What follows belongs to an exercise in optimizing a design on an open flow for small area; a production flow would make more cautious choices. The RTL was checked by simulation tests, not by an equivalence proof against the original design. No activity file was given, so power comes from the tool's default toggle rates.

[flow/design.v]
`timescale 1ns / 1ps
module top_module(
    input clk,
    rst,
    floor_0_p,
    floor_1_p,
    floor_2_p,
    floor_3_p,
    floor_4_p,
    direction_1,
    direction_2,
    direction_3,
    floor_0_d,
    floor_1_d,
    floor_2_d,
    floor_3_d,
    floor_4_d,
    output led_inside_0,
    led_inside_1,
    led_inside_2,
    led_inside_3,
    led_inside_4,
    led_outside_0,
    led_outside_1,
    led_outside_2,
    led_outside_3,
    led_outside_4,
    led_busy,
    a_out,b_out,c_out,d_out,e_out,f_out,g_out,p_out,
    output [7:0] an
);
    reg [5:0] r;
    reg [4:0] b, a;
    wire r_wrap = r[5] & r[2] & r[1] & r[0];              
    wire tick = r[5] & r[3] & r[2] & r[0];                
    wire r24 = r[4] & r[3] & r[1] & r[0];                 
    wire b_wrap = b[4] & ~b[1] & ~b[0];                   
    wire b0 = ~b[2] & ~b[1] & ~b[0];                      
    wire b_lt3 = ~b[4] & ~b[3] & ~b[2];                   
    wire b1 = ~b[3] & ~b[2] & ~b[1] & b[0];               
    wire b9 = b[4] & ~b[3] & b[2] & b[1] & ~b[0];         
    wire b11 = b[4] & ~b[2] & b[1] & b[0];                
    wire a0 = ~a[3] & ~a[2] & ~a[1] & ~a[0];              
    wire a12 = ~a[3] & a[2] & a[1] & a[0];                
    wire a24 = ~a[4] & a[3] & ~a[2] & ~a[1] & a[0];       
    wire t249 = (a12 & b9) | (a24 & b_wrap);
    wire t1 = (a0 & b1) | (a12 & b11);
    wire step = tick && t249;
    always @(posedge clk) begin
        if (!rst) begin
            r <= 6'd0;
            b <= 5'd0;
            a <= 5'd0;
        end else begin
            r <= r_wrap ? 6'b000001 : {r[4:0], ~(r[5] ^ r[0])};
            if (tick) begin
                b <= b_wrap ? 5'd0 : {b[3:0], ~(b[4] ^ b[1])};
                if (b_wrap)
                    a <= a24 ? 5'd0 : {a[3:0], ~(a[4] ^ a[1])};
            end
        end
    end
    reg [7:0] anr;
    wire an7 = &anr[6:0];
    wire anff = an7 & anr[7];
    always @(posedge clk) begin
        if (!rst)
            anr <= 8'hff;
        else if (r_wrap && b0)
            anr <= {anr[6:0], ~an7};
    end
    assign an = anr;
    wire wend = r24 && t1 && !anff;
    wire early0 = anff && b0;
    wire early3 = anff && b_lt3;
    wire [4:0] fp = {floor_4_p, floor_3_p, floor_2_p, floor_1_p, floor_0_p};
    wire [4:0] fd = {floor_4_d, floor_3_d, floor_2_d, floor_1_d, floor_0_d};
    reg [4:0] s0, fdl;
    reg [2:0] q1, q2, q3;
    wire [4:0] rise = fp & ~(s0 & ~{5{early0}});
    wire [2:0] rise_f = rise[0] ? 3'd0 : rise[1] ? 3'd1 : rise[2] ? 3'd2 :
                        rise[3] ? 3'd3 : rise[4] ? 3'd4 : 3'd7;
    always @(posedge clk)
        if (tick) begin
            s0 <= fp; q1 <= rise_f; q2 <= q1; q3 <= q2;
            fdl <= fd;
        end
    wire [2:0] hq = early3 ? 3'd7 : q3;
    wire hpv = (hq != 3'd7);
    wire [4:0] cab = fd & ~(fdl & ~{5{early0}});
    reg [4:0] inr, outr;      
    reg busy;                 
    reg P;                    
    reg [2:0] kat;            
    reg [2:0] LP;             
    reg [1:0] SM;             
    reg [2:0] pr;             
    reg PA;                   
    reg [2:0] sd;             
    reg dk;                   
    reg Cd;                   
    wire k0 = (kat == 3'd0);
    wire hv = (pr != 3'd7) && (pr != kat);
    wire cv = (sd != 3'd7) && (sd != kat);
    wire tv = hv | cv;
    wire [2:0] t = hv ? pr : sd;
    wire arrive = busy && !k0 && (LP == kat);
    wire mid = busy && !k0 && !arrive && (SM == ((kat == 3'd4) ? 2'd3 : kat[1:0]));
    wire other = !k0 && !arrive && !mid;
    wire start = tv && (k0 || (other && !busy));
    wire between = P ? (t < kat && t > LP) : (t > kat && t < LP);
    wire accept = other && busy && tv && between && (!hv || PA == P);
    wire clr0 = k0 && !tv;
    wire move = other && busy;
    wire set = start || accept;
    wire [4:0] kat_oh = 5'b1 << kat;
    wire [4:0] t_oh = 5'b1 << t;
    wire [4:0] clr_m = (arrive || mid || clr0) ? kat_oh : 5'b0;
    wire [4:0] n_out = (outr & ~clr_m) | ((set && hv) ? t_oh : 5'b0);
    wire [4:0] n_in = (inr & ~clr_m) | ((set && !hv) ? t_oh : 5'b0);
    wire n_busy = start ? 1'b1 : (arrive || clr0) ? 1'b0 : busy;
    wire hp_dir = (hq == 3'd0) ? 1'b0 : (hq == 3'd1) ? direction_1 :
                  (hq == 3'd2) ? direction_2 : (hq == 3'd3) ? direction_3 : 1'b1;
    wire [2:0] cab_f = cab[0] ? 3'd0 : cab[1] ? 3'd1 : cab[2] ? 3'd2 : cab[3] ? 3'd3 : 3'd4;
    always @(posedge clk) begin
        if (tick) begin
            if (hpv) PA <= hp_dir;
            if (step) begin
                if (start) begin
                    P <= (t < kat);
                    LP <= t;
                end
                if (start || k0 || mid)
                    SM <= 2'd0;
                else if (accept)
                    SM <= t[1:0];
                dk <= (k0 && start) || move;
            end
        end
        if (!rst) begin
            inr <= 0; outr <= 0; busy <= 0; kat <= 0; Cd <= 0;
            pr <= 3'd7; sd <= 3'd7;
        end else if (wend) begin
            if (dk)
                kat <= P ? kat - 3'd1 : kat + 3'd1;
            Cd <= busy;
        end else if (tick) begin
            if (step) begin
                busy <= n_busy;
                inr <= n_in; outr <= n_out;
                pr <= 3'd7; sd <= 3'd7;
            end else begin
                if (hpv) pr <= hq;
                if (|cab) sd <= cab_f;
            end
        end
    end
    assign {led_inside_4, led_inside_3, led_inside_2, led_inside_1, led_inside_0} = inr;
    assign {led_outside_4, led_outside_3, led_outside_2, led_outside_1, led_outside_0} = outr;
    assign led_busy = busy;
    wire busy_d = Cd;
    wire [2:0] kat_d = kat;
    wire P_d = P | k0;
    reg [6:0] d0, d4, d5;
    always @* begin
        case (kat_d)
            3'd0: d0 = 7'b0000001;
            3'd1: d0 = 7'b1001111;
            3'd2: d0 = 7'b0010010;
            3'd3: d0 = 7'b0000110;
            default: d0 = 7'b1101100;
        endcase
        if (!busy_d) begin
            d4 = 7'b1000010; d5 = 7'b1001111;
        end else if (P_d) begin
            d4 = 7'b0000001; d5 = 7'b1000010;
        end else begin
            d4 = 7'b0011000; d5 = 7'b1000001;
        end
    end
    wire [6:0] seg = ({7{anr[0]}} | d0) & ({7{anr[1]}} | 7'b1111110) &
                     ({7{anr[2]}} | 7'b1110001) & ({7{anr[3]}} | 7'b0111000) &
                     ({7{anr[4]}} | d4) & ({7{anr[5]}} | d5) &
                     ({7{anr[6]}} | 7'b1111110) & ({7{anr[7]}} | 7'b1111110);
    assign {a_out, b_out, c_out, d_out, e_out, f_out, g_out} = seg;
    assign p_out = 1'b1;
endmodule
[flow/standard.sh]
#!/bin/bash
# synth_recipe.tcl (not shown) runs the flow's synth.tcl, then flattens the netlist and writes it again
# the make line also repeats each setting of config.mk as NAME=value (left out here)
make -C /OpenROAD-flow-scripts/flow DESIGN_CONFIG=/design/flow/config.mk WORK_HOME=/design/flow/orfs CLKGATE_MAP_FILE= SYNTH_SCRIPT=/design/flow/synth_recipe.tcl "${@:-finish}"
[flow/constraint.sdc]
create_clock -name core_clock -period 10.0 [get_ports {clk}]
set_input_delay 2.0000 -clock core_clock [delete_from_list [all_inputs] [get_ports {clk}]]
set_output_delay 2.0000 -clock core_clock [all_outputs]
set_load 0.01 [all_outputs]
[flow/flow/run.sh]
#!/bin/bash
# Standard ORFS layout, with the smallest buffer cell used for port buffering.
set -euo pipefail
cd "$(dirname "${BASH_SOURCE[0]}")/.."
echo 'export BUFFER_PORTS_ARGS = -buffer_cell sky130_fd_sc_hd__buf_1' >> config.mk
bash standard.sh > flow_standard.log 2>&1
[flow/config.mk]
export PLATFORM = sky130hd
export DESIGN_NAME = top_module
export DESIGN_NICKNAME = top_module
export VERILOG_FILES = /design/flow/design.v
export SDC_FILE = /design/flow/constraint.sdc
export NUM_CORES = 4
export LEC_CHECK = 0
export CAP_MARGIN = 0
export CORE_MARGIN = 2
export CORE_UTILIZATION = 40
export SLEW_MARGIN = 0
export BUFFER_PORTS_ARGS = -buffer_cell sky130_fd_sc_hd__buf_1
==> impl_metrics.env, run 1 <==
export IMPL_tritoncts="done"
export IMPL_overflow=0
export IMPL_met2_wirelength_um=3916
export IMPL_wire_length_of_the_first_global_routing_pass_um=15080
export IMPL_post_cts_resized_instances=0
export IMPL_design_core_area_um2=9284
export IMPL_clock_tree_buffer_depth=2
export IMPL_synthesis_area_um2=3852
export IMPL_route_detailed_drc=0
export IMPL_htree_num_levels=3
export IMPL_top_level_i_o_count=42
export IMPL_worst_hold_path_type="flip-flop to flip-flop"
export IMPL_final_fill_count=946
export IMPL_sequentialPowerShare_pct=54.0
export IMPL_cellInternalPower_mw=0.4283
export IMPL_route_layer_met1_wl_um=4486
export IMPL_relative_slew_slack_pct=42.32
export IMPL_power_combinational_fraction_pct=1.9
export IMPL_rsz0062_at_grt="false"
export IMPL_type_of_element_capturing_the_critical_path="primary output"
export IMPL_antenna_found_initial=0
export IMPL_insertion_delay_ns=0.36
export IMPL_place_port_buffers=40
export IMPL_multi_input_comb_area_um2=1983
export IMPL_nNetsFinal=491
export IMPL_async_reset_ff_share_pct=0
export IMPL_ys_seq_elements=72
export IMPL_drt_iter0_markers=182
export IMPL_critical_path_max_stage_delay_ns=0.75
export IMPL_power_net_switching_mw=0.1348
export IMPL_synth_distinct_cells=65
export IMPL_total_power_mw=0.5632
export IMPL_max_slew_worst_pin_slew_ns=0.8643
export IMPL_timing_final_hold_violations=0
export IMPL_design_die_area_um2=10430
export IMPL_clkTransAtPathRegs_ns=0.09
export IMPL_worst_path_max_delay_cell="sky130_fd_sc_hd__dfxtp_1"
export IMPL_status="timing/DRC/antenna clean"
export IMPL_fp_dieW_um=102.1
export IMPL_postRouteWirelength_um=8940
export IMPL_tritoncts_num_sinks=72
export IMPL_post_dp_hpwl_um=6446
export IMPL_min_period_ns=4.827
export IMPL_final_setup_viol_count=0
export IMPL_pwr_density_cell_nw_per_um2=130.6
export IMPL_layout_area_seq_um2=1712
export IMPL_setup_tns_final_ns=0
export IMPL_drv_max_cap_violation_count=0
export IMPL_ys_dominant_reg_cell="sky130_fd_sc_hd__dfxtp_1"
export IMPL_first_global_vias=3039
export IMPL_drt_first_pass_iters=4
export IMPL_std_cell_rows=35
export IMPL_achievable_frequency_ghz=0.2072
export IMPL_syn_num_nets=454
export IMPL_insertedDiodeCount=0
export IMPL_cts_hold_repair_buffers=0
export IMPL_synthCells=427
export IMPL_drive_above_1_share_pct=7.463
export IMPL_place_gp_congestion=0.8391
export IMPL_power_frac_clock_pct=44.1
export IMPL_routedWlPerCell_um=14.95
export IMPL_top_signal_layer_used="met4"
export IMPL_layout_cell_area_non_filler_um2=4312
export IMPL_final_util_pct=46.44
export IMPL_yosysWarningCount=1
export IMPL_vertical_die_dimension_um=102.1
export IMPL_startpoint_class="flip-flop"
export IMPL_irDropWorstVdd_v=0.00007595
export IMPL_synth_seq_area_share_pct=44.43
export IMPL_post_cts_setup_buffer_count=0
export IMPL_critPathArrivalTime_ns=2.83
export IMPL_finalMaxSlewViolations=0
export IMPL_fin_skew_ns=0.007557
export IMPL_p_sw_share_pct=23.94
export IMPL_placement_cell_area_um2=4100
export IMPL_ctsRootBufferMaster="sky130_fd_sc_hd__clkbuf_8"
export IMPL_areaGrowthSynthToFinish_pct=11.92
export IMPL_path_max_fanout=17
export IMPL_cp_cell_sequence="inv_1 > ha_1 > or3_1 > a21oi_1 > nor3b_1 > nor3_1 > buf_1"
export IMPL_finalCritPeriodShare_pct=48.27
export IMPL_detailroute_wirelength_met3_um=408
export IMPL_cts_buf_count=9
export IMPL_grt_start_max_net_pins=36
export IMPL_syn_mean_instance_area_um2=9.022
export IMPL_r2r_setup_slack_ns=5.56
export IMPL_cellLeakagePower_nw=1.559
export IMPL_type_of_the_setup_path_with_the_least_slack="flip-flop to primary output"
export IMPL_vias_per_cell=5.388
export IMPL_gr_usage_all_layers_pct=18.38
export IMPL_number_of_enable_flip_flop_cells_after_synthesis=27
export IMPL_crit_required_ns=8.00
export IMPL_floorplan_initialDensity_pct=41.50
export IMPL_detailroute_via_count=3222
export IMPL_remaining_antenna_violation_count=0
[Yosys cell counts (5+ instances only)]
master | number | area share, %
sky130_fd_sc_hd__buf_2 | 6 | 0.78
sky130_fd_sc_hd__o211ai_1 | 10 | 1.9
sky130_fd_sc_hd__nor3b_1 | 7 | 1.4
sky130_fd_sc_hd__a21oi_1 | 18 | 2.3
sky130_fd_sc_hd__inv_1 | 17 | 1.7
sky130_fd_sc_hd__o31ai_1 | 8 | 1.6
sky130_fd_sc_hd__xnor2_1 | 7 | 1.6
sky130_fd_sc_hd__nand4_1 | 5 | 0.81
sky130_fd_sc_hd__o22ai_1 | 5 | 0.81
sky130_fd_sc_hd__ha_1 | 12 | 3.9
sky130_fd_sc_hd__o21ai_0 | 14 | 1.8
sky130_fd_sc_hd__nor2b_1 | 6 | 0.97
sky130_fd_sc_hd__nor2_1 | 34 | 3.3
sky130_fd_sc_hd__o21ai_1 | 5 | 0.65
sky130_fd_sc_hd__nand3_1 | 11 | 1.4
sky130_fd_sc_hd__dfxtp_1 | 45 | 23
sky130_fd_sc_hd__edfxtp_1 | 27 | 21
sky130_fd_sc_hd__mux2i_1 | 14 | 3.6
sky130_fd_sc_hd__clkbuf_1 | 8 | 0.78
sky130_fd_sc_hd__nand2_1 | 76 | 7.4
sky130_fd_sc_hd__nor3_1 | 12 | 1.6
sky130_fd_sc_hd__and3_1 | 12 | 1.9
[sequential cells by signal (all words and copies together), names as in the netlist, 2 cells and up]
| name | count |
|---|---|
| q1 | 3 |
| sd | 3 |
| s0 | 5 |
| SM | 2 |
| q3 | 3 |
| a | 5 |
| LP | 3 |
| anr | 8 |
| fdl | 5 |
| pr | 3 |
| kat | 3 |
| r | 6 |
| inr | 5 |
| b | 5 |
| q2 | 3 |
| outr | 5 |
[worst max-delay path: cells and delay by family, from the launching register on]
| kind | cells | cell delay (ns) |
|---|---|---|
| simple gates | 3 | 0.67 |
| fa+ha+maj | 1 | 0.37 |
| flops | 1 | 0.75 |
| buf+inv | 2 | 0.47 |
| compound gates | 1 | 0.20 |
[final cells by class]
type                    count  share of cell area, %
repair buffers             43                  4.005
multi-input cells         319                  46.00
inverters                  19                  1.654
well taps                 129                  3.743
flip-flops and latches     72                  39.70
clock buffers               9                  2.873
clock inverters             7                  2.031
[kinds of logic after synthesis]
family	count (synthesis)	share of synthesized area (%)
other	1	0.09734
flip-flops	72	44.43
AND/OR/NAND/NOR	189	23.64
multiplexers	14	3.637
adder cells (fa/ha/maj)	12	3.897
XOR/XNOR	9	2.046
buffers and inverters	36	4.092
AO/OA/AOI/OAI	94	18.16
[placed cells by master (no fill, tap or decap), drive strengths merged, types with 6 or more instances in the layout]
cell / instances
a21oi: 18
dfxtp: 45
nand3: 11
edfxtp: 27
or2: 6
o21ai: 19
nor2: 35
o31ai: 8
nor3: 12
nand2: 76
nor2b: 6
and3: 12
mux2i: 14
clkbuf: 9
inv: 21
o211ai: 10
ha: 12
buf: 43
nor3b: 7
xnor2: 7
[through the flow]
| step | hold WS, ns | instances | setup WS, ns |
|---|---|---|---|
| after detailed placement | 0.4054 | 582 | 5.606 |
| after global routing | 0.4313 | 598 | 4.986 |
| final | 0.4267 | 598 | 5.173 |
| after CTS | 0.4285 | 598 | 5.202 |
| after floorplan | 0.4003 | 427 | 6.166 |
| after global placement | 0.4031 | 582 | 5.656 |
[worst paths after layout]
path                                end  cells after the start   start
worst min-delay path              q2[1]                      0   q1[1]
worst max-delay path              d_out                      7  kat[0]
worst max register to register  outr[0]                     13  kat[0]
worst min register to register    q2[1]                      0   q1[1]
[power by group through the flow]
stage | Sequential [mW] | Clock, mW | Combinational [mW]
detailed placement | 0.311 | 0 | 0.0109
global placement | 0.311 | 0 | 0.0107
global route | 0.304 | 0.266 | 0.0123
finish | 0.304 | 0.248 | 0.0108
CTS | 0.304 | 0.254 | 0.0109
floorplan | 0.311 | 0 | 0.00666
[per-layer routing]
layer  track usage [%]  vias up
met4             7.077        0
li1                  -     1612
met3             3.078       12
met2             27.88       88
met1             26.28     1510
met5                 0        -
==> run 2, diff against run 1 <==
==> flow/run.sh (new file) <==
#!/bin/bash
# synth_recipe.tcl (not shown) runs the flow's synth.tcl, then flattens the netlist and writes it again
# the make line also repeats each setting of config.mk as NAME=value (left out here)
make -C /OpenROAD-flow-scripts/flow DESIGN_CONFIG=/design/flow/config.mk WORK_HOME=/design/flow/orfs CLKGATE_MAP_FILE= SYNTH_SCRIPT=/design/flow/synth_recipe.tcl finish
--- a/flow/config.mk
+++ b/flow/config.mk
@@ -9,4 +9,3 @@
 export CORE_MARGIN = 2
 export CORE_UTILIZATION = 40
 export SLEW_MARGIN = 0
-export BUFFER_PORTS_ARGS = -buffer_cell sky130_fd_sc_hd__buf_1
removed: flow/flow/run.sh
removed: flow/standard.sh
==> run 2 against run 1 <==
- wire length up 0.40%
- area after synthesis stayed put
- clock-buffer cell count is the same
- clock skew rose by 0.010 ns
- sequential power barely moved
==> impl_metrics.env, run 2 <==
export IMPL_synth_area_leaders="sky130_fd_sc_hd__dfxtp_1, sky130_fd_sc_hd__edfxtp_1, sky130_fd_sc_hd__nand2_1, sky130_fd_sc_hd__ha_1, sky130_fd_sc_hd__mux2i_1"
export IMPL_total_power_mw=0.5901
export IMPL_clkTransAtPathRegs_ns=0.09
export IMPL_floorplan_initialDensity_pct=41.50
export IMPL_synthCells=427
export IMPL_timing_final_hold_violations=0
export IMPL_clock_tree_buffer_depth=2
export IMPL_yosysMostFrequentCell="sky130_fd_sc_hd__nand2_1"
export IMPL_finalMaxSlewViolations=0
export IMPL_route_detailed_drc=0
export IMPL_type_of_element_capturing_the_critical_path="primary output"
export IMPL_design_die_area_um2=10430
export IMPL_areaGrowthSynthToFinish_pct=18.93
export IMPL_path_max_fanout=17
export IMPL_status="timing/DRC/antenna clean"
export IMPL_postRouteWirelength_um=8976
export IMPL_antenna_found_initial=0
export IMPL_place_gp_congestion=0.8621
export IMPL_post_cts_setup_buffer_count=0
export IMPL_fp_dieW_um=102.1
export IMPL_drive_above_1_share_pct=7.463
export IMPL_ys_dominant_reg_cell="sky130_fd_sc_hd__dfxtp_1"
export IMPL_final_fill_count=909
export IMPL_synthesis_area_um2=3852
export IMPL_syn_mean_instance_area_um2=9.022
export IMPL_tritoncts_num_sinks=72
export IMPL_final_setup_viol_count=0
export IMPL_synth_distinct_cells=65
export IMPL_drt_first_pass_iters=4
export IMPL_ctsRootBufferMaster="sky130_fd_sc_hd__clkbuf_8"
export IMPL_relative_slew_slack_pct=40.47
export IMPL_wire_length_of_the_first_global_routing_pass_um=15270
export IMPL_std_cell_rows=35
export IMPL_vertical_die_dimension_um=102.1
export IMPL_pwr_density_cell_nw_per_um2=128.8
export IMPL_grt_start_max_net_pins=36
export IMPL_fin_skew_ns=0.01790
export IMPL_detailroute_via_count=3214
export IMPL_drt_iter0_markers=201
export IMPL_worst_hold_path_type="flip-flop to flip-flop"
export IMPL_layout_cell_area_non_filler_um2=4582
export IMPL_synth_area_leader_cell="sky130_fd_sc_hd__dfxtp_1"
export IMPL_largest_register_ffs=8
export IMPL_drv_max_cap_violation_count=0
export IMPL_nNetsFinal=491
export IMPL_synth_seq_area_share_pct=44.43
export IMPL_cellLeakagePower_nw=1.676
export IMPL_placement_cell_area_um2=4350
export IMPL_critPathArrivalTime_ns=3.18
export IMPL_cts_hold_repair_buffers=0
export IMPL_synthTopCellsByCount="sky130_fd_sc_hd__nand2_1, sky130_fd_sc_hd__dfxtp_1, sky130_fd_sc_hd__nor2_1, sky130_fd_sc_hd__edfxtp_1, sky130_fd_sc_hd__a21oi_1"
export IMPL_insertion_delay_ns=0.36
export IMPL_post_cts_resized_instances=0
export IMPL_layout_area_seq_um2=1712
export IMPL_htree_num_levels=3
export IMPL_finalCritPeriodShare_pct=51.82
export IMPL_layout_cells_most_common="sky130_fd_sc_hd__nand2_1"
export IMPL_top_level_i_o_count=42
export IMPL_number_of_enable_flip_flop_cells_after_synthesis=27
export IMPL_crit_required_ns=8.00
export IMPL_largest_register="anr"
export IMPL_type_of_the_setup_path_with_the_least_slack="flip-flop to primary output"
export IMPL_remaining_antenna_violation_count=0
export IMPL_tritoncts="done"
export IMPL_first_global_vias=3138
export IMPL_cts_buf_count=9
export IMPL_design_core_area_um2=9284
export IMPL_min_period_ns=5.182
export IMPL_final_cell_mix="sky130_fd_sc_hd__nand2_1, sky130_fd_sc_hd__dfxtp_1, sky130_fd_sc_hd__clkdlybuf4s50_1"
export IMPL_async_reset_ff_share_pct=0
export IMPL_place_port_buffers=40
export IMPL_max_slew_worst_pin_slew_ns=0.8920
export IMPL_insertedDiodeCount=0
export IMPL_vias_per_cell=5.375
export IMPL_gr_usage_all_layers_pct=18.66
export IMPL_post_synth_top_area_fraction_pct=23.38
export IMPL_routedWlPerCell_um=15.01
export IMPL_reg_top3="anr x8, r x6"
export IMPL_overflow=0
export IMPL_ys_seq_elements=72
export IMPL_startpoint_class="flip-flop"
export IMPL_multi_input_comb_area_um2=1983
export IMPL_syn_num_nets=454
export IMPL_setup_tns_final_ns=0
export IMPL_irDropWorstVdd_v=0.00006388
export IMPL_yosysWarningCount=1
export IMPL_post_dp_hpwl_um=6276
export IMPL_achievable_frequency_ghz=0.1930
export IMPL_rsz0062_at_grt="false"
[run 2: cell counts after synthesis]
No cell type changed its count.
[run 2: cell families after synthesis]
kind of cell	synth area share (%)
adder cells (fa/ha/maj)	3.897
multiplexers	3.637
buffers and inverters	4.092
AND/OR/NAND/NOR	23.64
flip-flops	44.43
AO/OA/AOI/OAI	18.16
other	0.09734
XOR/XNOR	2.046
[run 2: path summary, 6_finish.rpt]
path          start       to  slack (ns)  depth (start not counted)
min           q1[2]    q2[2]        0.43                          0
max          kat[0]    d_out        4.82                          7
min reg2reg   q1[2]    q2[2]        0.43                          0
max reg2reg  kat[0]  outr[0]        5.51                         13
[run 2: cell type report]
| class | instances | share of cell area (%) |
|---|---|---|
| multi-input combinational | 319 | 43.28 |
| clock inverter | 7 | 2.348 |
| timing repair buffer | 43 | 9.230 |
| tap | 129 | 3.523 |
| sequential | 72 | 37.36 |
| inverter | 19 | 1.557 |
| clock buffer | 9 | 2.703 |
[run 2: routing by layer]
metal	vias to the layer above	global-route usage, %	part of all wire (%)
li1	1623	-	-
met1	1496	25.92	51
met2	78	28.95	43
met3	17	3.283	4.5
met4	0	7.487	2.2
met5	-	0	0
[run 2: power by group]
| part | internal [mW] | switching [mW] | leakage (nW) | total (mW) |
|---|---|---|---|---|
| Sequential | 0.303 | 0.000727 | 0.606 | 0.304 |
| Clock | 0.146 | 0.126 | 0.114 | 0.272 |
| Combinational | 0.00747 | 0.00684 | 0.956 | 0.0143 |
| Total | 0.456 | 0.134 | 1.68 | 0.590 |
[run 2: metrics by stage]
stage                     hold slack (ns)  setup WS (ns)  std cells  util (%)
final                              0.4256          4.818        598     49.35
after global routing               0.4364          4.570        598     49.35
after CTS                          0.4268          4.818        598     49.35
after detailed placement           0.4045          5.217        582     46.86
after global placement             0.4032          5.267        582     46.86
after floorplan                    0.4003          6.166        427         -
[run 2: critical path, stage by stage (launching register included)]
cell	delay, ns
sky130_fd_sc_hd__dfxtp_1	0.72
sky130_fd_sc_hd__inv_1	0.28
sky130_fd_sc_hd__ha_1	0.36
sky130_fd_sc_hd__or3_1	0.39
sky130_fd_sc_hd__a21oi_1	0.23
sky130_fd_sc_hd__nor3b_1	0.09
sky130_fd_sc_hd__nor3_1	0.19
sky130_fd_sc_hd__clkdlybuf4s50_1	0.56
==> run 3, diff against run 2 <==
--- a/flow/design.v
+++ b/flow/design.v
@@ -60,15 +60,19 @@
             end
         end
     end
-    reg [7:0] anr;
-    wire an7 = &anr[6:0];
-    wire anff = an7 & anr[7];
+    reg [2:0] dg;
+    reg blank;
+    wire anff = blank;
     always @(posedge clk) begin
-        if (!rst)
-            anr <= 8'hff;
-        else if (r_wrap && b0)
-            anr <= {anr[6:0], ~an7};
+        if (!rst) begin
+            dg <= 3'd7;
+            blank <= 1'b1;
+        end else if (r_wrap && b0) begin
+            dg <= {dg[2] ^ (dg[1] & dg[0]), dg[1] ^ dg[0], ~dg[0]};
+            blank <= 1'b0;
+        end
     end
+    wire [7:0] anr = {8{blank}} | ~(8'h01 << dg);
     assign an = anr;
     wire wend = r24 && t1 && !anff;
     wire early0 = anff && b0;
@@ -91,7 +95,8 @@
     reg [4:0] inr, outr;      
     reg busy;                 
     reg P;                    
-    reg [2:0] kat;            
+    reg [2:0] kj;             
+    wire [2:0] kat = {kj[2] & ~kj[0], kj[1] & (~kj[2] | kj[0]), kj[0] & (~kj[1] | kj[2])};
     reg [2:0] LP;             
     reg [1:0] SM;             
     reg [2:0] pr;             
@@ -138,11 +143,11 @@
             end
         end
         if (!rst) begin
-            inr <= 0; outr <= 0; busy <= 0; kat <= 0; Cd <= 0;
+            inr <= 0; outr <= 0; busy <= 0; kj <= 0; Cd <= 0;
             pr <= 3'd7; sd <= 3'd7;
         end else if (wend) begin
             if (dk)
-                kat <= P ? kat - 3'd1 : kat + 3'd1;
+                kj <= P ? {~kj[0], kj[2:1]} : {kj[1:0], ~kj[2]};
             Cd <= busy;
         end else if (tick) begin
             if (step) begin
==> run 3 against run 2 <==
- still clean
- power grew 3.1%
- clock-buffer cell count stayed put
- sequential power fell by 5%
- maximum frequency increased by 14%
- highest routed layer unchanged
==> impl_metrics.env, run 3 <==
export IMPL_detailroute_via_count=3067
export IMPL_ctsRootBufferMaster="sky130_fd_sc_hd__clkbuf_8"
export IMPL_tritoncts_num_sinks=68
export IMPL_fin_skew_ns=0.01243
export IMPL_min_period_ns=4.529
export IMPL_irDropWorstVdd_v=0.00008526
export IMPL_fp_dieW_um=99.75
export IMPL_worst_r2r_path_depth=12
export IMPL_insertion_delay_ns=0.35
export IMPL_number_of_enable_flip_flop_cells_after_synthesis=27
export IMPL_final_fill_count=835
export IMPL_clkTransAtPathRegs_ns=0.08
export IMPL_finalCritPeriodShare_pct=45.29
export IMPL_std_cell_rows=34
export IMPL_synthesis_area_um2=3667
export IMPL_crit_required_ns=8.00
export IMPL_route_detailed_drc=0
export IMPL_routedWlPerCell_um=14.95
export IMPL_first_global_vias=2893
export IMPL_place_inst=538
export IMPL_async_reset_ff_share_pct=0
export IMPL_type_of_element_capturing_the_critical_path="primary output"
export IMPL_finalMaxSlewViolations=0
export IMPL_finalNonFillerCells=554
export IMPL_areaGrowthSynthToFinish_pct=19.52
export IMPL_vertical_die_dimension_um=99.75
export IMPL_post_dp_hpwl_um=5952
export IMPL_pwr_density_cell_nw_per_um2=138.8
export IMPL_post_cts_setup_buffer_count=0
export IMPL_cellLeakagePower_nw=1.608
export IMPL_critPathArrivalTime_ns=2.53
export IMPL_yosysMostFrequentCell="sky130_fd_sc_hd__nand2_1"
export IMPL_postRouteWirelength_um=8280
export IMPL_synth_distinct_cells=62
export IMPL_setup_tns_final_ns=0
export IMPL_final_setup_viol_count=0
export IMPL_gr_usage_all_layers_pct=17.47
export IMPL_drive_above_1_share_pct=6.951
export IMPL_status="timing/DRC/antenna clean"
export IMPL_drt_iter0_markers=122
export IMPL_grt_start_max_net_pins=33
export IMPL_drt_first_pass_iters=4
export IMPL_top_level_i_o_count=42
export IMPL_achievable_frequency_ghz=0.2208
export IMPL_cts_buf_count=9
export IMPL_layout_area_seq_um2=1632
export IMPL_drv_max_cap_violation_count=0
export IMPL_largest_register_ffs=6
export IMPL_startpoint_class="flip-flop"
export IMPL_layout_cells_most_common="sky130_fd_sc_hd__nand2_1"
export IMPL_multi_input_comb_area_um2=1859
export IMPL_r2r_setup_slack_ns=5.93
export IMPL_design_core_area_um2=8806
export IMPL_antenna_found_initial=0
export IMPL_crit_reg2reg_capture="SM[0]"
export IMPL_insertedDiodeCount=0
export IMPL_yosysWarningCount=1
export IMPL_clock_tree_buffer_depth=2
export IMPL_hold_path_startpoint="q2[0]"
export IMPL_synth_area_leader_cell="sky130_fd_sc_hd__dfxtp_1"
export IMPL_synth_seq_area_share_pct=44.49
export IMPL_max_slew_worst_pin_slew_ns=1.025
export IMPL_syn_num_nets=435
export IMPL_rsz0062_at_grt="false"
export IMPL_place_gp_congestion=0.8639
export IMPL_type_of_the_setup_path_with_the_least_slack="flip-flop to primary output"
export IMPL_tritoncts="done"
export IMPL_relative_slew_slack_pct=31.44
export IMPL_design_die_area_um2=9950
export IMPL_largest_register="r"
export IMPL_ys_seq_elements=68
export IMPL_syn_mean_instance_area_um2=8.988
export IMPL_remaining_antenna_violation_count=0
export IMPL_synthCells=408
export IMPL_post_cts_resized_instances=0
export IMPL_timing_rr_start="kj[2]"
export IMPL_floorplan_initialDensity_pct=41.65
export IMPL_wire_length_of_the_first_global_routing_pass_um=13800
export IMPL_hold_path_end="q3[0]"
export IMPL_cts_hold_repair_buffers=0
export IMPL_path_max_fanout=20
export IMPL_htree_num_levels=3
export IMPL_synth_area_leaders="sky130_fd_sc_hd__dfxtp_1, sky130_fd_sc_hd__edfxtp_1, sky130_fd_sc_hd__nand2_1, sky130_fd_sc_hd__ha_1, sky130_fd_sc_hd__a21oi_1"
export IMPL_ys_dominant_reg_cell="sky130_fd_sc_hd__dfxtp_1"
export IMPL_nNetsFinal=468
export IMPL_timing_final_hold_violations=0
export IMPL_worst_hold_path_type="flip-flop to flip-flop"
export IMPL_post_synth_top_area_fraction_pct=22.38
export IMPL_vias_per_cell=5.536
export IMPL_place_port_buffers=40
export IMPL_holdPathStages=0
export IMPL_synthTopCellsByCount="sky130_fd_sc_hd__nand2_1, sky130_fd_sc_hd__dfxtp_1, sky130_fd_sc_hd__edfxtp_1, sky130_fd_sc_hd__a21oi_1, sky130_fd_sc_hd__inv_1"
export IMPL_final_cell_mix="sky130_fd_sc_hd__nand2_1, sky130_fd_sc_hd__dfxtp_1, sky130_fd_sc_hd__clkdlybuf4s50_1"
export IMPL_overflow=0
## run 3: worst max path at each step
stage	startpoint	to	slack, ns	cells after the start
2_1_floorplan	kj[2]	g_out	6.50	6
3_3_place_gp	rst	outr[3]	5.35	6
3_5_place_dp	rst	outr[3]	5.27	6
4_1_cts	kj[2]	f_out	5.48	5
5_1_grt	kj[1]	f_out	5.34	5
6_report	kj[2]	f_out	5.47	5
## run 3: per-layer routing
metal | up-vias | part of all wire, % | routed length (um) | GRT usage (%)
li1 | 1555 | - | - | -
met1 | 1450 | 47 | 3896 | 22.76
met2 | 53 | 48 | 3980 | 28.59
met3 | 9 | 3.6 | 295 | 3.865
met4 | 0 | 1.3 | 108 | 6.322
met5 | - | 0 | 0 | 0
## run 3: area by class of cell
cell class / instances / area share (%)
Clock buffer: 9 / 2.826
Clock inverter: 7 / 3.340
Inverter: 23 / 1.970
Multi-Input combinational cell: 299 / 42.42
Sequential cell: 68 / 37.23
Tap cell: 108 / 3.083
Timing Repair Buffer: 40 / 9.135
## run 3: worst max-delay path: stages, from the launching register on
cell                              delay, ns
sky130_fd_sc_hd__dfxtp_1               0.77
sky130_fd_sc_hd__nand2b_1              0.39
sky130_fd_sc_hd__and2_1                0.22
sky130_fd_sc_hd__o311ai_0              0.13
sky130_fd_sc_hd__a21oi_1               0.13
sky130_fd_sc_hd__clkdlybuf4s50_1       0.54
## run 3: per-stage QoR
step           power [mW]  worst slack, ns  cell area [um2]  util, %  hold WS, ns
2_1_floorplan      0.3005            6.496             3667        -       0.4003
3_3_place_gp       0.3077            5.353             4113    46.70       0.4018
3_5_place_dp       0.3080            5.272             4113    46.70       0.4045
4_1_cts            0.6145            5.478             4383    49.77       0.4225
5_1_grt            0.6254            5.339             4383    49.77       0.4273
6_report           0.6082            5.471             4383    49.77       0.4226
## run 3: report_power, final
group | switching, mW | internal [mW]
combinational | 0.00614 | 0.00733
clock | 0.114 | 0.193
sequential | 0.000582 | 0.287
total | 0.121 | 0.488
## run 3: cell families (layout without fill, tap and decap cells)
family          count (synthesis)  after routing  synth area share [%]
buf+inv                        41             79                 4.810
xor+xnor                        4              4                0.9555
flops                          68             68                 44.49
simple gates                  177            177                 24.80
other cells                     1              1                0.1023
compound gates                 99             99                 19.07
mux                             6              6                 1.672
fa+ha+maj                      12             12                 4.094
==> run 4, diff against run 3 <==
--- a/flow/design.v
+++ b/flow/design.v
@@ -60,19 +60,15 @@
             end
         end
     end
-    reg [2:0] dg;
-    reg blank;
-    wire anff = blank;
+    reg [7:0] anr;
+    wire an7 = &anr[6:0];
+    wire anff = an7 & anr[7];
     always @(posedge clk) begin
-        if (!rst) begin
-            dg <= 3'd7;
-            blank <= 1'b1;
-        end else if (r_wrap && b0) begin
-            dg <= {dg[2] ^ (dg[1] & dg[0]), dg[1] ^ dg[0], ~dg[0]};
-            blank <= 1'b0;
-        end
+        if (!rst)
+            anr <= 8'hff;
+        else if (r_wrap && b0)
+            anr <= {anr[6:0], ~an7};
     end
-    wire [7:0] anr = {8{blank}} | ~(8'h01 << dg);
     assign an = anr;
     wire wend = r24 && t1 && !anff;
     wire early0 = anff && b0;
@@ -95,8 +91,7 @@
     reg [4:0] inr, outr;      
     reg busy;                 
     reg P;                    
-    reg [2:0] kj;             
-    wire [2:0] kat = {kj[2] & ~kj[0], kj[1] & (~kj[2] | kj[0]), kj[0] & (~kj[1] | kj[2])};
+    reg [2:0] kat;            
     reg [2:0] LP;             
     reg [1:0] SM;             
     reg [2:0] pr;             
@@ -143,11 +138,11 @@
             end
         end
         if (!rst) begin
-            inr <= 0; outr <= 0; busy <= 0; kj <= 0; Cd <= 0;
+            inr <= 0; outr <= 0; busy <= 0; kat <= 0; Cd <= 0;
             pr <= 3'd7; sd <= 3'd7;
         end else if (wend) begin
             if (dk)
-                kj <= P ? {~kj[0], kj[2:1]} : {kj[1:0], ~kj[2]};
+                kat <= P ? kat - 3'd1 : kat + 3'd1;
             Cd <= busy;
         end else if (tick) begin
             if (step) begin
==> flow/flow/run.sh (new file) <==
#!/bin/bash
# ORFS layout as the standard.sh makes it, with two changes:
#  - ports are buffered with the smallest buffer cell (buf_1);
#  - after the standard synthesis, its combinational logic is re-mapped
#    with a longer ABC script (flow/resyn.tcl); registers are untouched.
# Each tool writes its full output to a log file in this folder.
set -euo pipefail
cd "$(dirname "${BASH_SOURCE[0]}")/.."
W=$(pwd)
echo 'export BUFFER_PORTS_ARGS = -buffer_cell sky130_fd_sc_hd__buf_1' >> config.mk

bash standard.sh synth > log_1_synth.log 2>&1

R=$W/orfs/results/${FLOW_PLATFORM}/top_module/base
cp "$R/1_2_yosys.v" "$W/std_1_2_yosys.v"
YOSYS=$(command -v yosys || echo "$FLOW_HOME/../tools/install/yosys/bin/yosys")
export RESYN_LIB="$FLOW_HOME/platforms/sky130hd/lib/sky130_fd_sc_hd__tt_025C_1v80.lib"
export RESYN_IN="$W/std_1_2_yosys.v"
export RESYN_OUT="$W/resyn_1_2_yosys.v"
export RESYN_TOP="$FLOW_TOP"
export RESYN_SCRIPT="$W/flow/resyn.abc"
export RESYN_DONT_USE="$(sed -n '/DONT_USE_CELLS/,/^$/p' "$FLOW_HOME/platforms/sky130hd/config.mk" | grep -o 'sky130_fd_sc_hd__[a-z0-9_]*' | tr '\n' ' ')"
ok=0
if "$YOSYS" -c "$W/flow/resyn.tcl" > log_2_resyn.log 2>&1; then
  # keep the result only if every register instance is still there
  n_std=$(grep -cE '^\s*sky130_fd_sc_hd__e?dfxtp_[0-9]+ ' "$RESYN_IN" || true)
  n_new=$(grep -cE '^\s*sky130_fd_sc_hd__e?dfxtp_[0-9]+ ' "$RESYN_OUT" || true)
  if [[ "$n_std" -gt 0 && "$n_std" == "$n_new" ]]; then ok=1; fi
fi
echo "resyn ok=$ok" >> log_2_resyn.log
if [[ $ok == 1 ]]; then
  cp "$RESYN_OUT" "$R/1_2_yosys.v"
  touch "$R/1_2_yosys.v"
fi

bash standard.sh > log_3_finish.log 2>&1
==> flow/flow/resyn.abc (new file) <==
strash
&get -n
&fraig -x
&put
scorr
dc2
dretime
strash
&get -n
&dch -f
&nf -R 1000
&put
strash
&get -n
&dch -f
&nf -R 1000
&put
strash
&get -n
&dch -f
&nf -R 1000
&put
strash
&get -n
&dch -f
&nf -R 1000
&put
==> flow/flow/resyn.tcl (new file) <==
# Re-map the combinational logic of the standard synthesis netlist with a
# longer ABC script.  Flip-flops (and tie cells) stay as they are: their
# library cells are read as black boxes, every other cell is read with its
# logic function and flattened into plain gates before ABC maps it again.
yosys -import
set lib $::env(RESYN_LIB)
read_liberty -ignore_miss_func $lib
blackbox sky130_fd_sc_hd__dfxtp_1 sky130_fd_sc_hd__dfxtp_2 sky130_fd_sc_hd__dfxtp_4 sky130_fd_sc_hd__edfxtp_1 sky130_fd_sc_hd__conb_1
read_verilog $::env(RESYN_IN)
hierarchy -top $::env(RESYN_TOP)
flatten
opt -purge
set dont_use {}
foreach c $::env(RESYN_DONT_USE) { lappend dont_use -dont_use $c }
abc -liberty $lib -script $::env(RESYN_SCRIPT) {*}$dont_use
opt_clean -purge
setundef -zero
splitnets
opt_clean -purge
hilomap -singleton -hicell sky130_fd_sc_hd__conb_1 HI -locell sky130_fd_sc_hd__conb_1 LO
insbuf -buf sky130_fd_sc_hd__buf_4 A X
opt_clean -purge
stat -liberty $lib
write_verilog -noattr -nohex -nodec $::env(RESYN_OUT)
==> flow/standard.sh (new file) <==
#!/bin/bash
# synth_recipe.tcl (not shown) runs the flow's synth.tcl, then flattens the netlist and writes it again
# the make line also repeats each setting of config.mk as NAME=value (left out here)
make -C /OpenROAD-flow-scripts/flow DESIGN_CONFIG=/design/flow/config.mk WORK_HOME=/design/flow/orfs CLKGATE_MAP_FILE= SYNTH_SCRIPT=/design/flow/synth_recipe.tcl "${@:-finish}"
--- a/flow/config.mk
+++ b/flow/config.mk
@@ -9,3 +9,4 @@
 export CORE_MARGIN = 2
 export CORE_UTILIZATION = 40
 export SLEW_MARGIN = 0
+export BUFFER_PORTS_ARGS = -buffer_cell sky130_fd_sc_hd__buf_1
removed: flow/run.sh
==> run 4 against run 3 <==
- worst hold slack improved by 0.0040 ns
- sequential power rose by 6%
- critical path type is now flip-flop to flip-flop
- clock skew fell by 0.0061 ns
- critical endpoint is now inr[4]
- cell area fell by 14%
- die area fell by 7.7%
- maximum frequency fell by 3.1%
- first-iteration DRC count rose by 28%
==> impl_metrics.env, run 4 <==
export IMPL_status="timing/DRC/antenna clean"
export IMPL_synthesis_area_um2=3373
export IMPL_cts_hold_repair_buffers=0
export IMPL_post_cts_resized_instances=0
export IMPL_drv_max_cap_violation_count=0
export IMPL_vias_per_cell=5.436
export IMPL_max_slew_worst_pin_slew_ns=1.098
export IMPL_final_fill_count=830
export IMPL_crit_reg2reg_capture="inr[4]"
export IMPL_pwr_density_cell_nw_per_um2=137.8
export IMPL_largest_register_ffs=8
export IMPL_layout_cell_area_non_filler_um2=3774
export IMPL_final_setup_viol_count=0
export IMPL_floorplan_initialDensity_pct=41.26
export IMPL_placement_cell_area_um2=3602
export IMPL_timing_final_hold_violations=0
export IMPL_clkTransAtPathRegs_ns=0.08
export IMPL_drt_iter0_markers=156
export IMPL_post_dp_hpwl_um=5454
export IMPL_cp_num_buf_inv=1
export IMPL_post_cts_setup_buffer_count=0
export IMPL_crit_top_cell="sky130_fd_sc_hd__a21oi_1"
export IMPL_tritoncts_num_sinks=72
export IMPL_cp_num_cells=19
export IMPL_relative_slew_slack_pct=26.12
export IMPL_clock_tree_buffer_depth=2
export IMPL_nNetsFinal=453
export IMPL_grt_start_max_net_pins=42
export IMPL_first_global_vias=2690
export IMPL_fin_worst_hold_slack_ns=0.4266
export IMPL_worst_r2r_path_depth=19
export IMPL_vertical_die_dimension_um=95.83
export IMPL_top_level_i_o_count=42
export IMPL_cp_cell_sequence="xnor2_1 > nor2b_1 > a21oi_1 > a21o_1 > nor2b_1 > mux2i_1 > o22ai_1 > a21oi_1 > nand2_1 > a21oi_1 > a21oi_1 > nor2_1 > o21ai_0 > a21oi_1 > clkinv_1 > nand2_1 > nand4_1 > or4b_1 > o21ai_0"
export IMPL_crit_required_ns=10.28
export IMPL_rsz0062_at_grt="false"
export IMPL_worst_path_max_delay_cell="sky130_fd_sc_hd__dfxtp_1"
export IMPL_route_detailed_drc=0
export IMPL_syn_mean_instance_area_um2=8.562
export IMPL_power_net_switching_mw=0.1234
export IMPL_finalCritPeriodShare_pct=46.74
export IMPL_cellLeakagePower_nw=1.325
export IMPL_holdPathStages=0
export IMPL_r2r_setup_slack_ns=5.33
export IMPL_wire_length_of_the_first_global_routing_pass_um=12630
export IMPL_startpoint_class="flip-flop"
export IMPL_critical_path_top_delay_family="simple AND/OR/NAND/NOR gates"
export IMPL_place_port_buffers=40
export IMPL_irDropWorstVdd_v=0.00006509
export IMPL_startpoint="kat[1]"
export IMPL_timing_rr_start="kat[1]"
export IMPL_type_of_element_capturing_the_critical_path="flip-flop"
export IMPL_ctsRootBufferMaster="sky130_fd_sc_hd__clkbuf_8"
export IMPL_fp_dieW_um=95.83
export IMPL_cellInternalPower_mw=0.3966
export IMPL_remaining_antenna_violation_count=0
export IMPL_overflow=0
export IMPL_total_power_mw=0.5200
export IMPL_place_gp_congestion=0.9121
export IMPL_routedWlPerCell_um=14.14
export IMPL_drive_above_1_share_pct=3.612
export IMPL_syn_num_nets=409
export IMPL_htree_num_levels=3
export IMPL_gr_usage_all_layers_pct=17.81
export IMPL_areaGrowthSynthToFinish_pct=11.87
export IMPL_insertion_delay_ns=0.35
export IMPL_cp_endpoint="inr[4]"
export IMPL_design_die_area_um2=9183
export IMPL_critical_path_max_stage_delay_ns=0.68
export IMPL_reg_top3="anr x8, r x6"
export IMPL_final_util_pct=46.16
export IMPL_type_of_the_setup_path_with_the_least_slack="flip-flop to flip-flop"
export IMPL_fin_skew_ns=0.006369
export IMPL_insertedDiodeCount=0
export IMPL_achievable_frequency_ghz=0.2139
export IMPL_p_sw_share_pct=23.73
export IMPL_worst_hold_path_type="flip-flop to flip-flop"
export IMPL_design_core_area_um2=8175
export IMPL_power_frac_clock_pct=39.6
export IMPL_sequentialPowerShare_pct=58.4
export IMPL_postRouteWirelength_um=7746
export IMPL_largest_register="anr"
export IMPL_detailroute_via_count=2979
export IMPL_yosysWarningCount=1
export IMPL_setup_tns_final_ns=0
export IMPL_critPathArrivalTime_ns=4.96
export IMPL_final_cell_mix="sky130_fd_sc_hd__nand2_1, sky130_fd_sc_hd__nor2_1, sky130_fd_sc_hd__dfxtp_1"
export IMPL_antenna_found_initial=0
export IMPL_std_cell_rows=33
export IMPL_tritoncts="done"
export IMPL_synthCells=394
export IMPL_layout_cells_most_common="sky130_fd_sc_hd__nand2_1"
export IMPL_min_period_ns=4.674
export IMPL_drt_first_pass_iters=4
export IMPL_finalMaxSlewViolations=0
export IMPL_power_combinational_fraction_pct=2.0
export IMPL_path_max_fanout=16
export IMPL_cts_buf_count=9
==> run 4: worst min-delay path by stage <==
stage | from | end | slack (ns)
6_report | q2[2] | q3[2] | 0.43
5_1_grt | q2[2] | q3[2] | 0.43
4_1_cts | q1[2] | q2[2] | 0.43
3_5_place_dp | q1[2] | q2[2] | 0.41
3_3_place_gp | q2[1] | q3[1] | 0.40
2_1_floorplan | q1[0] | q2[0] | 0.40
==> run 4: through the flow <==
stage	std cells	setup WS, ns
final	548	5.326
after global routing	548	4.839
after CTS	548	5.406
after detailed placement	532	5.433
after global placement	532	5.619
after floorplan	394	6.094
==> run 4: power groups by stage <==
stage	combinational [mW]	clock (mW)	sequential (mW)
6_report	0.0102	0.206	0.304
5_1_grt	0.0115	0.223	0.304
4_1_cts	0.0102	0.212	0.304
3_5_place_dp	0.0102	0	0.311
3_3_place_gp	0.0100	0	0.311
2_1_floorplan	0.00446	0	0.311
==> run 4: routing by layer <==
layer  share of wire [%]  vias up  GRT usage (%)
li1                    -     1510              -
met1                  48     1377          23.96
met2                  46       77          27.56
met3                 4.5       15          3.759
met4                 2.0        0          7.857
met5                   0        -              0
==> run 4: final cells by class <==
type                    instances  area (um2)  area share (%)
flip-flops and latches         72        1712           45.36
clock buffers                   9       123.9           3.282
repair buffers                 41       157.7           4.178
clock inverters                 7       47.55           1.260
inverters                      16       60.06           1.592
multi-input cells             298        1541           40.85
well taps                     105       131.4           3.481
==> run 5, diff against run 4 <==
--- a/flow/design.v
+++ b/flow/design.v
@@ -60,15 +60,19 @@
             end
         end
     end
-    reg [7:0] anr;
-    wire an7 = &anr[6:0];
-    wire anff = an7 & anr[7];
+    reg [2:0] dg;
+    reg blank;
+    wire anff = blank;
     always @(posedge clk) begin
-        if (!rst)
-            anr <= 8'hff;
-        else if (r_wrap && b0)
-            anr <= {anr[6:0], ~an7};
+        if (!rst) begin
+            dg <= 3'd7;
+            blank <= 1'b1;
+        end else if (r_wrap && b0) begin
+            dg <= {dg[2] ^ (dg[1] & dg[0]), dg[1] ^ dg[0], ~dg[0]};
+            blank <= 1'b0;
+        end
     end
+    wire [7:0] anr = {8{blank}} | ~(8'h01 << dg);
     assign an = anr;
     wire wend = r24 && t1 && !anff;
     wire early0 = anff && b0;
@@ -91,7 +95,8 @@
     reg [4:0] inr, outr;      
     reg busy;                 
     reg P;                    
-    reg [2:0] kat;            
+    reg [2:0] kj;             
+    wire [2:0] kat = {kj[2] & ~kj[0], kj[1] & (~kj[2] | kj[0]), kj[0] & (~kj[1] | kj[2])};
     reg [2:0] LP;             
     reg [1:0] SM;             
     reg [2:0] pr;             
@@ -138,11 +143,11 @@
             end
         end
         if (!rst) begin
-            inr <= 0; outr <= 0; busy <= 0; kat <= 0; Cd <= 0;
+            inr <= 0; outr <= 0; busy <= 0; kj <= 0; Cd <= 0;
             pr <= 3'd7; sd <= 3'd7;
         end else if (wend) begin
             if (dk)
-                kat <= P ? kat - 3'd1 : kat + 3'd1;
+                kj <= P ? {~kj[0], kj[2:1]} : {kj[1:0], ~kj[2]};
             Cd <= busy;
         end else if (tick) begin
             if (step) begin
--- a/flow/flow/run.sh
+++ b/flow/flow/run.sh
@@ -2,7 +2,10 @@
 # ORFS layout as the standard.sh makes it, with two changes:
 #  - ports are buffered with the smallest buffer cell (buf_1);
 #  - after the standard synthesis, its combinational logic is re-mapped
-#    with a longer ABC script (flow/resyn.tcl); registers are untouched.
+#    with a longer ABC script (flow/resyn.tcl, flow/resyn.abc); registers
+#    are untouched.  The result is used only if it keeps every register,
+#    is fully mapped and Yosys proves it equivalent (flow/eqchk.tcl);
+#    otherwise the standard netlist is laid out.
 # Each tool writes its full output to a log file in this folder.
 set -euo pipefail
 cd "$(dirname "${BASH_SOURCE[0]}")/.."
@@ -22,12 +25,18 @@
 export RESYN_DONT_USE="$(sed -n '/DONT_USE_CELLS/,/^$/p' "$FLOW_HOME/platforms/sky130hd/config.mk" | grep -o 'sky130_fd_sc_hd__[a-z0-9_]*' | tr '\n' ' ')"
 ok=0
 if "$YOSYS" -c "$W/flow/resyn.tcl" > log_2_resyn.log 2>&1; then
-  # keep the result only if every register instance is still there
   n_std=$(grep -cE '^\s*sky130_fd_sc_hd__e?dfxtp_[0-9]+ ' "$RESYN_IN" || true)
   n_new=$(grep -cE '^\s*sky130_fd_sc_hd__e?dfxtp_[0-9]+ ' "$RESYN_OUT" || true)
-  if [[ "$n_std" -gt 0 && "$n_std" == "$n_new" ]]; then ok=1; fi
+  n_asg=$(grep -cE '^\s*assign ' "$RESYN_OUT" || true)
+  if [[ "$n_std" -gt 0 && "$n_std" == "$n_new" && "$n_asg" == 0 ]]; then
+    sed "s/^module $FLOW_TOP(/module eq_gold(/" "$RESYN_IN" > "$W/eq_gold.v"
+    sed "s/^module $FLOW_TOP(/module eq_gate(/" "$RESYN_OUT" > "$W/eq_gate.v"
+    if EQ_GOLD="$W/eq_gold.v" EQ_GATE="$W/eq_gate.v" "$YOSYS" -c "$W/flow/eqchk.tcl" > log_2_eqchk.log 2>&1; then
+      ok=1
+    fi
+  fi
 fi
-echo "resyn ok=$ok" >> log_2_resyn.log
+echo "resyn used: $ok" >> log_2_resyn.log
 if [[ $ok == 1 ]]; then
   cp "$RESYN_OUT" "$R/1_2_yosys.v"
   touch "$R/1_2_yosys.v"
==> flow/flow/eqchk.tcl (new file) <==
# Prove the re-mapped netlist equivalent to the standard synthesis netlist
# (same registers, so a combinational/inductive proof per register).
yosys -import
set lib $::env(RESYN_LIB)
read_liberty -ignore_miss_func $lib
read_verilog $::env(EQ_GOLD)
read_verilog $::env(EQ_GATE)
flatten eq_gold eq_gate
opt_clean
equiv_make eq_gold eq_gate eq
hierarchy -top eq
equiv_simple -seq 2
equiv_induct
equiv_status -assert
==> flow/flow/resyn.abc (replaced) <==
strash
&get -n
&fraig -x
&put
scorr
dc2
dretime
strash
&get -n
&dc2
&dch -f
&nf -R 1000
&put
strash
&get -n
&dc2
&dch -f
&nf -R 1000
&put
strash
&get -n
&dc2
&dch -f
&nf -R 1000
&put
strash
&get -n
&dc2
&dch -f
&nf -R 1000
&put
==> run 5 against run 4 <==
- cell area decreased by 2.2%
- flip-flop and latch count is 4 lower
- largest cell class unchanged
- clock skew rose by 0.0064 ns
- combinational power hardly changed
- critical endpoint is now inr[2]
- critical path depth shrank 2
- first-iteration DRC count shrank 2.6%
- still clean
- die area decreased by 5.7%
- global-route usage is 0.66 points higher
==> impl_metrics.env, run 5 <==
export IMPL_type_of_the_setup_path_with_the_least_slack="flip-flop to flip-flop"
export IMPL_status="timing/DRC/antenna clean"
export IMPL_tritoncts="done"
export IMPL_startpoint_class="flip-flop"
export IMPL_cts_hold_repair_buffers=0
export IMPL_tritoncts_num_sinks=68
export IMPL_areaGrowthSynthToFinish_pct=16.28
export IMPL_fin_skew_ns=0.01279
export IMPL_finalCritPeriodShare_pct=43.24
export IMPL_nNetsFinal=430
export IMPL_total_power_mw=0.5660
export IMPL_drv_max_cap_violation_count=0
export IMPL_top_level_i_o_count=42
export IMPL_route_detailed_drc=0
export IMPL_floorplan_initialDensity_pct=41.08
export IMPL_insertion_delay_ns=0.35
export IMPL_path_max_fanout=9
export IMPL_worst_path_max_delay_cell="sky130_fd_sc_hd__a2111oi_0"
export IMPL_fp_dieW_um=93.08
export IMPL_critical_path_max_stage_delay_ns=0.60
export IMPL_placement_cell_area_um2=3460
export IMPL_antenna_found_initial=0
export IMPL_finalMaxSlewViolations=0
export IMPL_critPathArrivalTime_ns=4.60
export IMPL_drt_iter0_markers=152
export IMPL_ctsRootBufferMaster="sky130_fd_sc_hd__clkbuf_8"
export IMPL_std_cell_rows=32
export IMPL_place_port_buffers=40
export IMPL_drive_above_1_share_pct=3.810
export IMPL_worst_r2r_path_depth=17
export IMPL_post_dp_hpwl_um=5415
export IMPL_rsz0062_at_grt="false"
export IMPL_post_cts_setup_buffer_count=0
export IMPL_remaining_antenna_violation_count=0
export IMPL_worst_hold_path_type="flip-flop to flip-flop"
export IMPL_first_global_vias=2678
export IMPL_crit_top_cell="sky130_fd_sc_hd__nor2_1"
export IMPL_type_of_element_capturing_the_critical_path="flip-flop"
export IMPL_cts_buf_count=9
export IMPL_htree_num_levels=3
export IMPL_routedWlPerCell_um=14.29
export IMPL_layout_cells_most_common="sky130_fd_sc_hd__nand2_1"
export IMPL_wire_length_of_the_first_global_routing_pass_um=12480
export IMPL_timing_final_hold_violations=0
export IMPL_postRouteWirelength_um=7457
export IMPL_synthesis_area_um2=3174
export IMPL_clock_tree_buffer_depth=2
export IMPL_overflow=0
export IMPL_gr_usage_all_layers_pct=18.47
export IMPL_setup_tns_final_ns=0
export IMPL_insertedDiodeCount=0
export IMPL_cellLeakagePower_nw=1.258
export IMPL_final_fill_count=756
export IMPL_syn_mean_instance_area_um2=8.745
export IMPL_largest_register="r"
export IMPL_clkTransAtPathRegs_ns=0.08
export IMPL_max_slew_worst_pin_slew_ns=0.8036
export IMPL_irDropWorstVdd_v=0.00008953
export IMPL_post_cts_resized_instances=0
export IMPL_relative_slew_slack_pct=46.43
export IMPL_syn_num_nets=378
export IMPL_pwr_density_cell_nw_per_um2=153.4
export IMPL_final_cell_mix="sky130_fd_sc_hd__nand2_1, sky130_fd_sc_hd__nor2_1, sky130_fd_sc_hd__dfxtp_1"
export IMPL_min_period_ns=4.324
export IMPL_detailroute_via_count=2856
export IMPL_layout_cell_area_non_filler_um2=3691
export IMPL_crit_required_ns=10.27
export IMPL_crit_reg2reg_capture="inr[2]"
export IMPL_place_gp_congestion=0.8857
export IMPL_yosysWarningCount=1
export IMPL_multi_input_comb_area_um2=1486
export IMPL_grt_start_max_net_pins=38
export IMPL_startpoint="kj[2]"
export IMPL_final_setup_viol_count=0
export IMPL_largest_register_ffs=6
export IMPL_vertical_die_dimension_um=93.08
export IMPL_synthCells=363
export IMPL_achievable_frequency_ghz=0.2312
export IMPL_timing_rr_start="kj[2]"
export IMPL_r2r_setup_slack_ns=5.68
export IMPL_layout_area_seq_um2=1632
export IMPL_vias_per_cell=5.471
export IMPL_design_die_area_um2=8664
export IMPL_design_core_area_um2=7727
export IMPL_cp_cell_sequence="nor2_1 > nor2_1 > a2111oi_0 > nor3_1 > a21oi_1 > nand2b_1 > o21ai_0 > clkinv_1 > nor2_1 > o31ai_1 > clkinv_1 > nor2_1 > or4_1 > and2_0 > nor4b_1 > nand2_1 > o21ai_0"
export IMPL_cp_endpoint="inr[2]"
export IMPL_drt_first_pass_iters=4
## run 5: metrics by stage
stage	hold WS [ns]	worst slack (ns)	instances	utilization, %
after floorplan	0.4003	6.368	363	-
after global placement	0.4034	5.844	506	44.77
after detailed placement	0.4074	5.724	506	44.77
after CTS	0.4252	5.696	522	47.77
after global routing	0.4374	5.120	522	47.77
final	0.4238	5.676	522	47.77
## run 5: worst min-delay path by stage
| stage | from | end | slack [ns] | cells after the start |
|---|---|---|---|---|
| 6_report | q2[0] | q3[0] | 0.42 | 0 |
| 5_1_grt | q2[1] | q3[1] | 0.44 | 0 |
| 4_1_cts | q2[0] | q3[0] | 0.43 | 0 |
| 3_5_place_dp | q2[0] | q3[0] | 0.41 | 0 |
| 3_3_place_gp | q1[0] | q2[0] | 0.40 | 0 |
| 2_1_floorplan | q1[0] | q2[0] | 0.40 | 0 |
## run 5: report_power, final
part / internal, mW / switching, mW
clock: 0.165 / 0.103
combinational: 0.00402 / 0.00627
sequential: 0.287 / 0.000735
## run 5: final cells by class
type	count	share of cell area (%)
Inverter	15	1.525
Sequential cell	68	44.20
Tap cell	102	3.458
Clock buffer	11	3.559
Clock inverter	5	2.712
Multi-Input combinational cell	280	40.27
Timing Repair Buffer	41	4.271
## run 5: worst max-delay path: cells and delay by family, from the launching register on
kind	cells	cell delay, ns
simple gates	10	2.01
flops	1	0.39
compound gates	5	1.57
buf+inv	2	0.28
## run 5: layer usage
| layer | track usage, % | part of all wire, % | up-vias |
|---|---|---|---|
| met5 | 0 | 0 | - |
| met3 | 4.996 | 4.3 | 18 |
| met4 | 9.191 | 2.5 | 0 |
| met2 | 30.50 | 48 | 63 |
| li1 | - | - | 1430 |
| met1 | 22.21 | 45 | 1345 |
==> run 6, diff against run 5 <==
--- a/flow/flow/run.sh
+++ b/flow/flow/run.sh
@@ -1,6 +1,7 @@
 #!/bin/bash
 # ORFS layout as the standard.sh makes it, with two changes:
-#  - ports are buffered with the smallest buffer cell (buf_1);
+#  - ports are buffered with the smallest buffer cell (buf_1), and CTS
+#    options are set (flow/extra.mk);
 #  - after the standard synthesis, its combinational logic is re-mapped
 #    with a longer ABC script (flow/resyn.tcl, flow/resyn.abc); registers
 #    are untouched.  The result is used only if it keeps every register,
@@ -10,7 +11,7 @@
 set -euo pipefail
 cd "$(dirname "${BASH_SOURCE[0]}")/.."
 W=$(pwd)
-echo 'export BUFFER_PORTS_ARGS = -buffer_cell sky130_fd_sc_hd__buf_1' >> config.mk
+cat flow/extra.mk >> config.mk
 
 bash standard.sh synth > log_1_synth.log 2>&1
 
==> flow/flow/extra.mk (new file) <==
export BUFFER_PORTS_ARGS = -buffer_cell sky130_fd_sc_hd__buf_1
export CTS_ARGS = -sink_clustering_enable -repair_clock_nets -dont_use_dummy_load
--- a/flow/config.mk
+++ b/flow/config.mk
@@ -10,3 +10,4 @@
 export CORE_UTILIZATION = 40
 export SLEW_MARGIN = 0
 export BUFFER_PORTS_ARGS = -buffer_cell sky130_fd_sc_hd__buf_1
+export CTS_ARGS = -sink_clustering_enable -repair_clock_nets -dont_use_dummy_load
==> run 6 against run 5 <==
- critical path depth shrank 3
- clock-buffer cell count is 2 lower
- power down 17%
- critical endpoint unchanged
- highest routed layer unchanged
==> impl_metrics.env, run 6 <==
export IMPL_synthesis_area_um2=3174
export IMPL_post_dp_hpwl_um=5415
export IMPL_overflow=0
export IMPL_post_cts_resized_instances=0
export IMPL_largest_register_ffs=6
export IMPL_rsz0062_at_grt="false"
export IMPL_design_die_area_um2=8664
export IMPL_floorplan_initialDensity_pct=41.08
export IMPL_ctsRootBufferMaster="sky130_fd_sc_hd__clkbuf_8"
export IMPL_postRouteWirelength_um=7330
export IMPL_tritoncts="done"
export IMPL_gr_usage_all_layers_pct=18.34
export IMPL_path_max_fanout=9
export IMPL_design_core_area_um2=7727
export IMPL_drt_iter0_markers=153
export IMPL_routedWlPerCell_um=14.23
export IMPL_status="timing/DRC/antenna clean"
export IMPL_relative_slew_slack_pct=47.94
export IMPL_nNetsFinal=430
export IMPL_type_of_the_setup_path_with_the_least_slack="flip-flop to flip-flop"
export IMPL_wire_length_of_the_first_global_routing_pass_um=12360
export IMPL_startpoint_class="flip-flop"
export IMPL_vertical_die_dimension_um=93.08
export IMPL_fin_ws_ns=5.693
export IMPL_std_cell_rows=32
export IMPL_antenna_found_initial=0
export IMPL_place_gp_congestion=0.8857
export IMPL_fp_dieW_um=93.08
export IMPL_syn_num_nets=378
export IMPL_layout_cells_most_common="sky130_fd_sc_hd__nand2_1"
export IMPL_post_cts_setup_buffer_count=0
export IMPL_fin_skew_ns=0.01396
export IMPL_yosysWarningCount=1
export IMPL_detailroute_via_count=2840
export IMPL_type_of_element_capturing_the_critical_path="flip-flop"
export IMPL_place_port_buffers=40
export IMPL_critical_path_max_stage_delay_ns=0.60
export IMPL_timing_final_hold_violations=0
export IMPL_cts_hold_repair_buffers=0
export IMPL_synthCells=363
export IMPL_insertion_delay_ns=0.34
export IMPL_finalCritPeriodShare_pct=43.07
export IMPL_insertedDiodeCount=0
export IMPL_drt_first_pass_iters=5
export IMPL_cts_buf_count=9
export IMPL_clock_tree_buffer_depth=2
export IMPL_irDropWorstVdd_v=0.00007784
export IMPL_worst_path_max_delay_cell="sky130_fd_sc_hd__a2111oi_0"
export IMPL_areaGrowthSynthToFinish_pct=12.89
export IMPL_crit_top_cell="sky130_fd_sc_hd__nor2_1"
export IMPL_crit_required_ns=10.27
export IMPL_achievable_frequency_ghz=0.2322
export IMPL_pre_cts_ws_ns=5.724
export IMPL_drive_above_1_share_pct=2.663
export IMPL_fin_worst_hold_slack_ns=0.4230
export IMPL_vias_per_cell=5.515
export IMPL_critPathArrivalTime_ns=4.57
export IMPL_final_setup_viol_count=0
export IMPL_largest_register="r"
export IMPL_remaining_antenna_violation_count=0
export IMPL_setup_tns_final_ns=0
export IMPL_top_level_i_o_count=42
export IMPL_cellLeakagePower_nw=1.205
export IMPL_min_period_ns=4.307
export IMPL_clkTransAtPathRegs_ns=0.07
export IMPL_htree_num_levels=3
export IMPL_tritoncts_num_sinks=68
export IMPL_pwr_density_cell_nw_per_um2=130.6
export IMPL_drv_max_cap_violation_count=0
export IMPL_route_detailed_drc=0
export IMPL_syn_mean_instance_area_um2=8.745
export IMPL_max_slew_worst_pin_slew_ns=0.7809
export IMPL_cp_cell_sequence="nor2_1 > nor2_1 > a2111oi_0 > nor3_1 > a21oi_1 > mux2i_1 > a22oi_1 > a211oi_1 > nor2_1 > or4_1 > and2_0 > nor4b_1 > nand2_1 > o21ai_0"
export IMPL_final_cell_mix="sky130_fd_sc_hd__nand2_1, sky130_fd_sc_hd__nor2_1, sky130_fd_sc_hd__dfxtp_1"
export IMPL_cp_num_buf_inv=0
export IMPL_grt_start_max_net_pins=38
export IMPL_first_global_vias=2658
export IMPL_worst_hold_path_type="flip-flop to flip-flop"
export IMPL_finalMaxSlewViolations=0
export IMPL_critical_path_top_delay_family="simple AND/OR/NAND/NOR gates"
==> run 6: worst paths after layout <==
path | slack, ns | end | cells past startpoint | from
worst max-delay path | 5.69 | inr[2] | 14 | kj[2]
worst min-delay path | 0.42 | q3[0] | 0 | q2[0]
worst max register to register | 5.69 | inr[2] | 14 | kj[2]
worst min register to register | 0.42 | q3[0] | 0 | q2[0]
==> run 6: final cells by class <==
class,instances,area [um2]
sequential,68,1632
multi-input combinational,280,1486
clock buffer,9,123.9
inverter,15,56.30
timing repair buffer,41,157.7
tap,102,127.6
fill,762,4144
==> run 6: power breakdown <==
group / leakage [nW] / switching (mW) / internal [mW]
logic: 0.550 / 0.00629 / 0.00402
clock network: 0.0647 / 0.0891 / 0.0801
registers: 0.590 / 0.000744 / 0.288
==> run 6: worst register-to-register path: cells and delay by family (launching register included) <==
kind	cells	cell delay, ns
simple gates	8	1.77
mux	1	0.49
flops	1	0.38
compound gates	5	1.60
==> run 6: layer usage <==
metal  vias up  track usage (%)  wire length, um
li1       1427                -                -
met1      1313            21.97             3282
met2        76            29.95             3426
met3        24            5.157              378
met4         0            9.681              242
met5         -                0                0
==> run 6: metrics by stage <==
| stage | instances | power, mW | util, % | area, um2 |
|---|---|---|---|---|
| after global placement | 506 | 0.3048 | 44.77 | 3460 |
| after global routing | 515 | 0.4853 | 46.37 | 3583 |
| final | 515 | 0.4679 | 46.37 | 3583 |
| after floorplan | 363 | 0.2989 | - | 3174 |
| after CTS | 515 | 0.4754 | 46.37 | 3583 |
| after detailed placement | 506 | 0.3049 | 44.77 | 3460 |

==> re-timing with driven ports <==
The results above use ideal ports. As a check the final layouts listed here were re-extracted and re-timed, cells and wires unchanged.
Step 1: set_driving_cell puts a clkbuf_16 on clk and a buf_2 on each other input, an assumption about the parent block.
Step 2 adds t to the input delays and takes it off the output delays; t is the mean of the earliest and latest rising clock arrival at the registers after step 1. Input paths then give back, and output paths get back, about the clock's delay inside the block.
Slacks: ideal / step 1 / step 2; pairs: ideal / step 1.
run | t (ns) | setup slack, ns | worst hold slack (ns) | worst register clock-pin slew, ns
run 1 | 0.383 | 5.173 / 5.142 / 5.525 | 0.427 / 0.427 / 0.427 | 0.09 / 0.09
run 2 | 0.382 | 4.818 / 4.785 / 5.167 | 0.426 / 0.426 / 0.426 | 0.09 / 0.09
run 3 | 0.379 | 5.471 / 5.440 / 5.341 | 0.423 / 0.423 / 0.423 | 0.08 / 0.08
run 4 | 0.377 | 5.326 / 5.326 / 5.326 | 0.427 / 0.427 / 0.427 | 0.08 / 0.08
run 5 | 0.373 | 5.676 / 5.676 / 5.676 | 0.424 / 0.424 / 0.424 | 0.08 / 0.08
run 6 | 0.366 | 5.693 / 5.693 / 5.693 | 0.423 / 0.423 / 0.423 | 0.07 / 0.07
After both steps every run listed still meets setup and hold. The setup slack of run 3, which loses most, moves by -0.031 ns with the drivers and by -0.130 ns with both steps.
